Source: an optimization exercise on an open RTL-to-GDS flow (aim: small area). Production flows keep margins and buffers that such runs may drop.
In this exercise RTL edits were held to simulation tests only and were not proved equivalent to the original.
No driver is modelled on the clock port, so clocking that relies on it looks cheaper here than on a real chip.
Power is estimated from default activity; no workload was simulated.

==> flow/design.v <==
module ALU (
    input logic [31:0] SrcA,
    input logic [31:0] SrcB,
    input logic [2:0] ALUControl,
    output logic [31:0] ALUResult
);
logic sub, en;
logic [31:0] b, p, g, c, s;
logic [8:0] bc;
assign sub = ALUControl[2];
assign en = (ALUControl[1:0] == 2'b10);
assign b = SrcB ^ {32{sub}};
assign p = SrcA ^ b;
assign g = SrcA & b;
assign bc[0] = sub;
genvar k;
generate for (k = 0; k < 8; k++) begin : blk
  logic [3:0] pp, gg;
  logic G, P;
  assign pp = p[4*k +: 4];
  assign gg = g[4*k +: 4];
  assign G = gg[3] | pp[3]&gg[2] | pp[3]&pp[2]&gg[1] | pp[3]&pp[2]&pp[1]&gg[0];
  assign P = &pp;
  assign bc[k+1] = G | P & bc[k];
  assign c[4*k]   = bc[k];
  assign c[4*k+1] = gg[0] | pp[0]&bc[k];
  assign c[4*k+2] = gg[1] | pp[1]&c[4*k+1];
  assign c[4*k+3] = gg[2] | pp[2]&c[4*k+2];
end endgenerate
assign s = p ^ c;
assign ALUResult = s & {32{en}};
endmodule
module rf_row (input logic clk,
input logic r, rn,
input logic [31:0] c,
output logic [31:0] q,
output logic [31:0] d
);
assign d = (q & {32{rn}}) | (c & {32{r}});
always_ff@(posedge clk)
	q <= d;
endmodule
module rf_aoi222 (input logic [2:0] a, b, output logic y);
assign y = ~|(a & b);
endmodule
module rf_aoi22 (input logic [1:0] a, b, output logic y);
assign y = ~|(a & b);
endmodule
module rf_rdbit #(parameter int N = 32) (input logic [N-1:0] s, d, output logic y);
localparam int G = N / 3;
localparam int R = N - 3 * G;
logic [G:0] n;
genvar g;
generate
	for (g = 0; g < G; g++) begin : grp
		rf_aoi222 u (.a(s[3*g +: 3]), .b(d[3*g +: 3]), .y(n[g]));
	end
	if (R == 2) begin : r2
		rf_aoi22 u (.a(s[N-1 -: 2]), .b(d[N-1 -: 2]), .y(n[G]));
	end else if (R == 1) begin : r1
		assign n[G] = ~(s[N-1] & d[N-1]);
	end else begin : r0
		assign n[G] = 1'b1;
	end
endgenerate
assign y = ~&n;
endmodule
module rf_rdport (input logic [31:0] sel,
input logic [1023:0] arr,
input logic [4:0] idx,
output logic [31:0] y
);
genvar b, i;
generate
	for (b = 0; b < 32; b++) begin : bit_
		logic [31:0] col;
		for (i = 0; i < 32; i++) begin : c
			assign col[i] = arr[32*i + b];
		end
		if (b < 5) begin : lo
			rf_rdbit #(.N(33)) u (.s({~|sel, sel}), .d({idx[b], col}), .y(y[b]));
		end else begin : hi
			rf_rdbit #(.N(32)) u (.s(sel), .d(col), .y(y[b]));
		end
	end
endgenerate
endmodule
module register_file (input logic clk, rst,
input logic [4:0] A1, A2, A3,
input logic [31:0] WD3,
input logic WE3,
output logic [31:0] RD1,
output logic [31:0] RD2,
output logic [31:0] prode
);
logic [1023:0] arr, nxt;
logic [31:0] wrow, V, Vn;
logic PV;
logic [4:0] PA;
logic [31:0] PD;
logic [4:0] A1r, A2r;
logic RV1, RV2;
logic [31:0] sel1, sel2;
always_ff@(posedge clk or negedge rst)
	if (!rst) PV <= 1'b0;
	else PV <= WE3;
always_ff@(posedge clk) begin
	PA <= A3;
	PD <= WD3;
end
always_comb
	for (int i = 0; i < 32; i++) wrow[i] = PV && (PA == i);
assign Vn = V | wrow;
always_ff@(posedge clk or negedge rst)
	if (!rst) V <= 32'b0;
	else V <= Vn;
genvar g;
generate
	for (g = 0; g < 32; g++) begin : row
		rf_row u (.clk(clk), .r(wrow[g]), .rn(~wrow[g]), .c(PD),
		          .q(arr[32*g +: 32]), .d(nxt[32*g +: 32]));
	end
endgenerate
always_ff@(posedge clk)
	if (rst) begin
		A1r <= A1;
		A2r <= A2;
		RV1 <= Vn[A1];
		RV2 <= Vn[A2];
	end
always_comb
	for (int i = 0; i < 32; i++) begin
		sel1[i] = RV1 && (A1r == i);
		sel2[i] = RV2 && (A2r == i);
	end
rf_rdport rp1 (.sel(sel1), .arr(arr), .idx(A1r), .y(RD1));
rf_rdport rp2 (.sel(sel2), .arr(arr), .idx(A2r), .y(RD2));
assign prode = Vn[1] ? nxt[63:32] : 32'd1;
endmodule
module top (input logic clk, rst,
input logic [4:0] A1, A2, A3,
input logic [31:0] WD3,
input logic WE3,
input logic [31:0] SrcA,
input logic [31:0] SrcB,
input logic [2:0] ALUControl,
output logic [31:0] ALUResult,
output logic [31:0] RD1,
output logic [31:0] RD2,
output logic [31:0] prode
);
    register_file reg1 (clk, rst, A1, A2, A3, WD3, WE3, RD1, RD2, prode);
    ALU alu1 (SrcA, SrcB, ALUControl, ALUResult);
endmodule
Settings: LEC_CHECK=0, CAP_MARGIN=20, CORE_MARGIN=2, CORE_UTILIZATION=55, SLEW_MARGIN=20, SYNTH_HIERARCHICAL=1; clock period 10.0 ns.
standard.sh (not shown) runs the stock make flow with config.mk's settings and CLKGATE_MAP_FILE= SYNTH_SCRIPT=/design/flow/synth_recipe.tcl, a recipe that flattens the netlist after the stock synthesis.
==> flow/flow/run.sh <==
#!/bin/bash
set -euo pipefail
export BUFFER_PORTS_ARGS="-buffer_cell sky130_fd_sc_hd__buf_1"
export CTS_ARGS="-sink_clustering_enable -repair_clock_nets -dont_use_dummy_load -buf_list sky130_fd_sc_hd__clkbuf_8 -sink_clustering_size 16 -sink_clustering_max_diameter 60"
R=orfs/results/sky130hd/top/base
bash standard.sh floorplan > standard_floorplan.log 2>&1
cp $R/2_floorplan.odb $R/2_floorplan_presize.odb
ODB_IN=$R/2_floorplan_presize.odb ODB_OUT=$R/2_floorplan.odb \
  openroad -no_init -exit flow/downsize.tcl > downsize.log 2>&1
bash standard.sh cts > standard_cts.log 2>&1
cp $R/4_cts.odb $R/4_cts_presize.odb
ODB_IN=$R/4_cts_presize.odb SDC_IN=$R/4_cts.sdc ODB_OUT=$R/4_cts.odb \
  openroad -no_init -exit flow/resize_cts.tcl > resize_cts.log 2>&1
bash standard.sh > standard.log 2>&1
==> flow/flow/downsize.tcl <==
# Swap every combinational cell of the synthesized netlist to the smallest
# drive strength of the same cell family (e.g. a22oi_2 -> a22oi_1).  Yosys's
# mapping upsizes some gates; the placement-stage repair_design later sizes up
# again whatever its slew and capacitance limits need.  Flip-flops, buffers,
# clock cells and tie cells are left alone.
read_db $::env(ODB_IN)
read_liberty $::env(FLOW_HOME)/platforms/sky130hd/lib/sky130_fd_sc_hd__tt_025C_1v80.lib
set n 0
set saved 0.0
foreach inst [[ord::get_db_block] getInsts] {
  set m [$inst getMaster]
  set name [$m getName]
  if {![regexp {^(sky130_fd_sc_hd__([a-z0-9]+))_([0-9]+)$} $name -> fam base drive]} continue
  if {[regexp {^(df|edf|sdf|dl|buf|clk|conb|tap|fill|decap|diode|bufinv|probe|lpflow)} $base]} continue
  set best $name
  set best_area [expr {[$m getWidth] * [$m getHeight]}]
  foreach cand [[ord::get_db] getLibs] {
    foreach cm [$cand getMasters] {
      set cn [$cm getName]
      if {![regexp "^${fam}_\[0-9\]+\$" $cn]} continue
      set a [expr {[$cm getWidth] * [$cm getHeight]}]
      if {$a < $best_area} { set best $cn; set best_area $a }
    }
  }
  if {$best ne $name} {
    set saved [expr {$saved + ([$m getWidth] * [$m getHeight] - $best_area) / 1e6}]
    replace_cell [$inst getName] $best
    incr n
  }
}
puts "downsize: swapped $n cells, saved [format %.1f $saved] um2"
write_db $::env(ODB_OUT)
==> flow/flow/resize_cts.tcl <==
# After clock tree synthesis: each gate and (non-clock) buffer that
# placement sized up is tried at the smaller drive strengths of its family,
# smallest first.  A swap is kept only if it leaves no max-slew or
# max-capacitance violation and the worst setup slack stays above 0.3 ns.
# The smaller cell keeps its origin, so the placement stays legal.
read_db $::env(ODB_IN)
read_liberty $::env(FLOW_HOME)/platforms/sky130hd/lib/sky130_fd_sc_hd__tt_025C_1v80.lib
read_sdc $::env(SDC_IN)
source $::env(FLOW_HOME)/platforms/sky130hd/setRC.tcl
set_propagated_clock [all_clocks]
# keep 20% below the library slew limit, as the flow's repair does
set_max_transition 1.2 [current_design]
estimate_parasitics -placement
puts "before: area [rsz::design_area] wns [sta::worst_slack_cmd max]"
proc nviol {} {
  set s [sta::max_slew_violation_count]
  set c [sta::max_capacitance_violation_count]
  return [expr {$s + $c}]
}
set base_viol [nviol]
puts "violations before: $base_viol"
set n 0
foreach inst [[ord::get_db_block] getInsts] {
  set m [$inst getMaster]
  set name [$m getName]
  if {![regexp {^(sky130_fd_sc_hd__([a-z0-9]+))_([0-9]+)$} $name -> fam base drive]} continue
  if {[regexp {^(df|edf|sdf|dl|clk|conb|tap|fill|decap|diode|bufinv|probe|lpflow)} $base]} continue
  set fo 0
  foreach it [$inst getITerms] {
    if {[$it isOutputSignal] && [$it getNet] ne "NULL"} {
      set net [$it getNet]
      set fo [expr {[llength [$net getITerms]] - 1 + [llength [$net getBTerms]]}]
    }
  }
  if {$fo < 1} continue
  set area [expr {[$m getWidth] * [$m getHeight]}]
  set cands {}
  foreach lib [[ord::get_db] getLibs] {
    foreach cm [$lib getMasters] {
      set cn [$cm getName]
      if {![regexp "^${fam}_\[0-9\]+\$" $cn]} continue
      set a [expr {[$cm getWidth] * [$cm getHeight]}]
      if {$a < $area} { lappend cands [list $cn $a] }
    }
  }
  foreach c [lsort -integer -index 1 $cands] {
    replace_cell [$inst getName] [lindex $c 0]
    estimate_parasitics -placement
    if {[nviol] > $base_viol || [sta::worst_slack_cmd max] < 0.3e-9} {
      replace_cell [$inst getName] $name
      estimate_parasitics -placement
    } else {
      incr n
      break
    }
  }
}
puts "resize_cts: $n cells set to their smallest size"
puts "after: area [rsz::design_area] wns [sta::worst_slack_cmd max] violations [nviol]"
write_db $::env(ODB_OUT)
==> next run, changes <==
--- a/flow/flow/resize_cts.tcl
+++ b/flow/flow/resize_cts.tcl
@@ -1,3 +1,4 @@
-# After clock tree synthesis: each gate and (non-clock) buffer that
-# placement sized up is tried at the smaller drive strengths of its family,
-# smallest first.  A swap is kept only if it leaves no max-slew or
+# After clock tree synthesis: gates that placement sized up but that now
+# drive at most two pins (typically one of the buffers repair_design added
+# later on the same net) go back to the smallest drive strength of their
+# family.  Each swap is kept only if it leaves no max-slew or
@@ -11,2 +11,0 @@
-# keep 20% below the library slew limit, as the flow's repair does
-set_max_transition 1.2 [current_design]
@@ -27 +26 @@
-  if {[regexp {^(df|edf|sdf|dl|clk|conb|tap|fill|decap|diode|bufinv|probe|lpflow)} $base]} continue
+  if {[regexp {^(df|edf|sdf|dl|buf|clk|conb|tap|fill|decap|diode|bufinv|probe|lpflow)} $base]} continue
@@ -35,3 +34,3 @@
-  if {$fo < 1} continue
-  set area [expr {[$m getWidth] * [$m getHeight]}]
-  set cands {}
+  if {$fo < 1 || $fo > 2} continue
+  set best $name
+  set best_area [expr {[$m getWidth] * [$m getHeight]}]
@@ -43 +42 @@
-      if {$a < $area} { lappend cands [list $cn $a] }
+      if {$a < $best_area} { set best $cn; set best_area $a }
@@ -46,2 +45,5 @@
-  foreach c [lsort -integer -index 1 $cands] {
-    replace_cell [$inst getName] [lindex $c 0]
+  if {$best eq $name} continue
+  replace_cell [$inst getName] $best
+  estimate_parasitics -placement
+  if {[nviol] > $base_viol || [sta::worst_slack_cmd max] < 0.3e-9} {
+    replace_cell [$inst getName] $name
@@ -49,7 +51,2 @@
-    if {[nviol] > $base_viol || [sta::worst_slack_cmd max] < 0.3e-9} {
-      replace_cell [$inst getName] $name
-      estimate_parasitics -placement
-    } else {
-      incr n
-      break
-    }
+  } else {
+    incr n
Result:
- setup slack improves by 0.52 ns
- non-clock buffer count does not change
- routed wire length stays flat
- cell area rose slightly
- final cell count is about the same
- critical path depth does not change
- clock-buffer cell count does not change
==> next run, changes <==
--- a/flow/flow/run.sh
+++ b/flow/flow/run.sh
@@ -4,0 +5 @@
+bash standard.sh floorplan > standard_floorplan.log 2>&1
@@ -6 +6,0 @@
-bash standard.sh floorplan > standard_floorplan.log 2>&1
@@ -10,4 +9,0 @@
-bash standard.sh cts > standard_cts.log 2>&1
-cp $R/4_cts.odb $R/4_cts_presize.odb
-ODB_IN=$R/4_cts_presize.odb SDC_IN=$R/4_cts.sdc ODB_OUT=$R/4_cts.odb \
-  openroad -no_init -exit flow/resize_cts.tcl > resize_cts.log 2>&1
removed: flow/flow/resize_cts.tcl
What happened: The new run finished clean. Via count is about the same. Synthesized area is unchanged. Cell count barely changes.
==> next run, changes <==
==> flow/flow/run.sh (replaced) <==
#!/bin/bash
set -euo pipefail
export BUFFER_PORTS_ARGS="-buffer_cell sky130_fd_sc_hd__buf_1"
export CTS_ARGS="-sink_clustering_enable -repair_clock_nets -dont_use_dummy_load -buf_list sky130_fd_sc_hd__clkbuf_8 -sink_clustering_size 18 -sink_clustering_max_diameter 60"
export RECOVER_POWER=100
bash standard.sh > standard.log 2>&1
Settings changed: CORE_UTILIZATION 55 to 52.
removed: flow/flow/downsize.tcl
- The new run produced a layout that fails on capacitance limit, slew limit
- setup slack degrades by 0.23 ns
- design area came out higher by 0.70%
- routed wire length came out higher by 1.3%
- total power barely changes
- critical path depth came out lower by 1
- cell count came out higher by 1.6%
- count of clock-buffer cells in the layout is unchanged
- maximum frequency came out lower by 2.6%
- global-route usage came out lower by 1.5 points
- via count came out lower by 1.1%
- first-iteration DRC count came out lower by 6.7%

-- what the ideal ports hide --
No port has a modelled driver above. Below, the same layouts with a new extraction and two added sets of constraints. Step 1 sets driving cells, clkbuf_16 on the clock port and buf_2 on the other inputs (assumed; they add their load-dependent delay and slew). Step 2, shift: input delay + t, output delay - t, t = (earliest + latest rising clock arrival at the registers) / 2. This alone moves slack from input paths to output paths. Three values: ideal, step 1, step 2; two values: the first two.
| run | shift t [ns] | setup slack, ns | worst hold slack (ns) | cell pins on the clock port's net |
|---|---|---|---|---|
| the first run | 0.820 | 0.712 / 0.688 / 0.688 | 0.458 / 0.458 / 0.458 | 1 |
| the second run | 0.820 | 1.227 / 1.204 / 1.204 | 0.458 / 0.458 / 0.458 | 1 |
| the third run | 0.823 | 1.251 / 1.227 / 1.227 | 0.458 / 0.458 / 0.458 | 1 |
| the fourth run | 0.805 | 1.017 / 0.986 / 0.986 | 0.468 / 0.468 / 0.468 | 1 |
The setup slack of the fourth run, which loses most, moves by -0.031 ns with the drivers and by -0.031 ns with both steps.
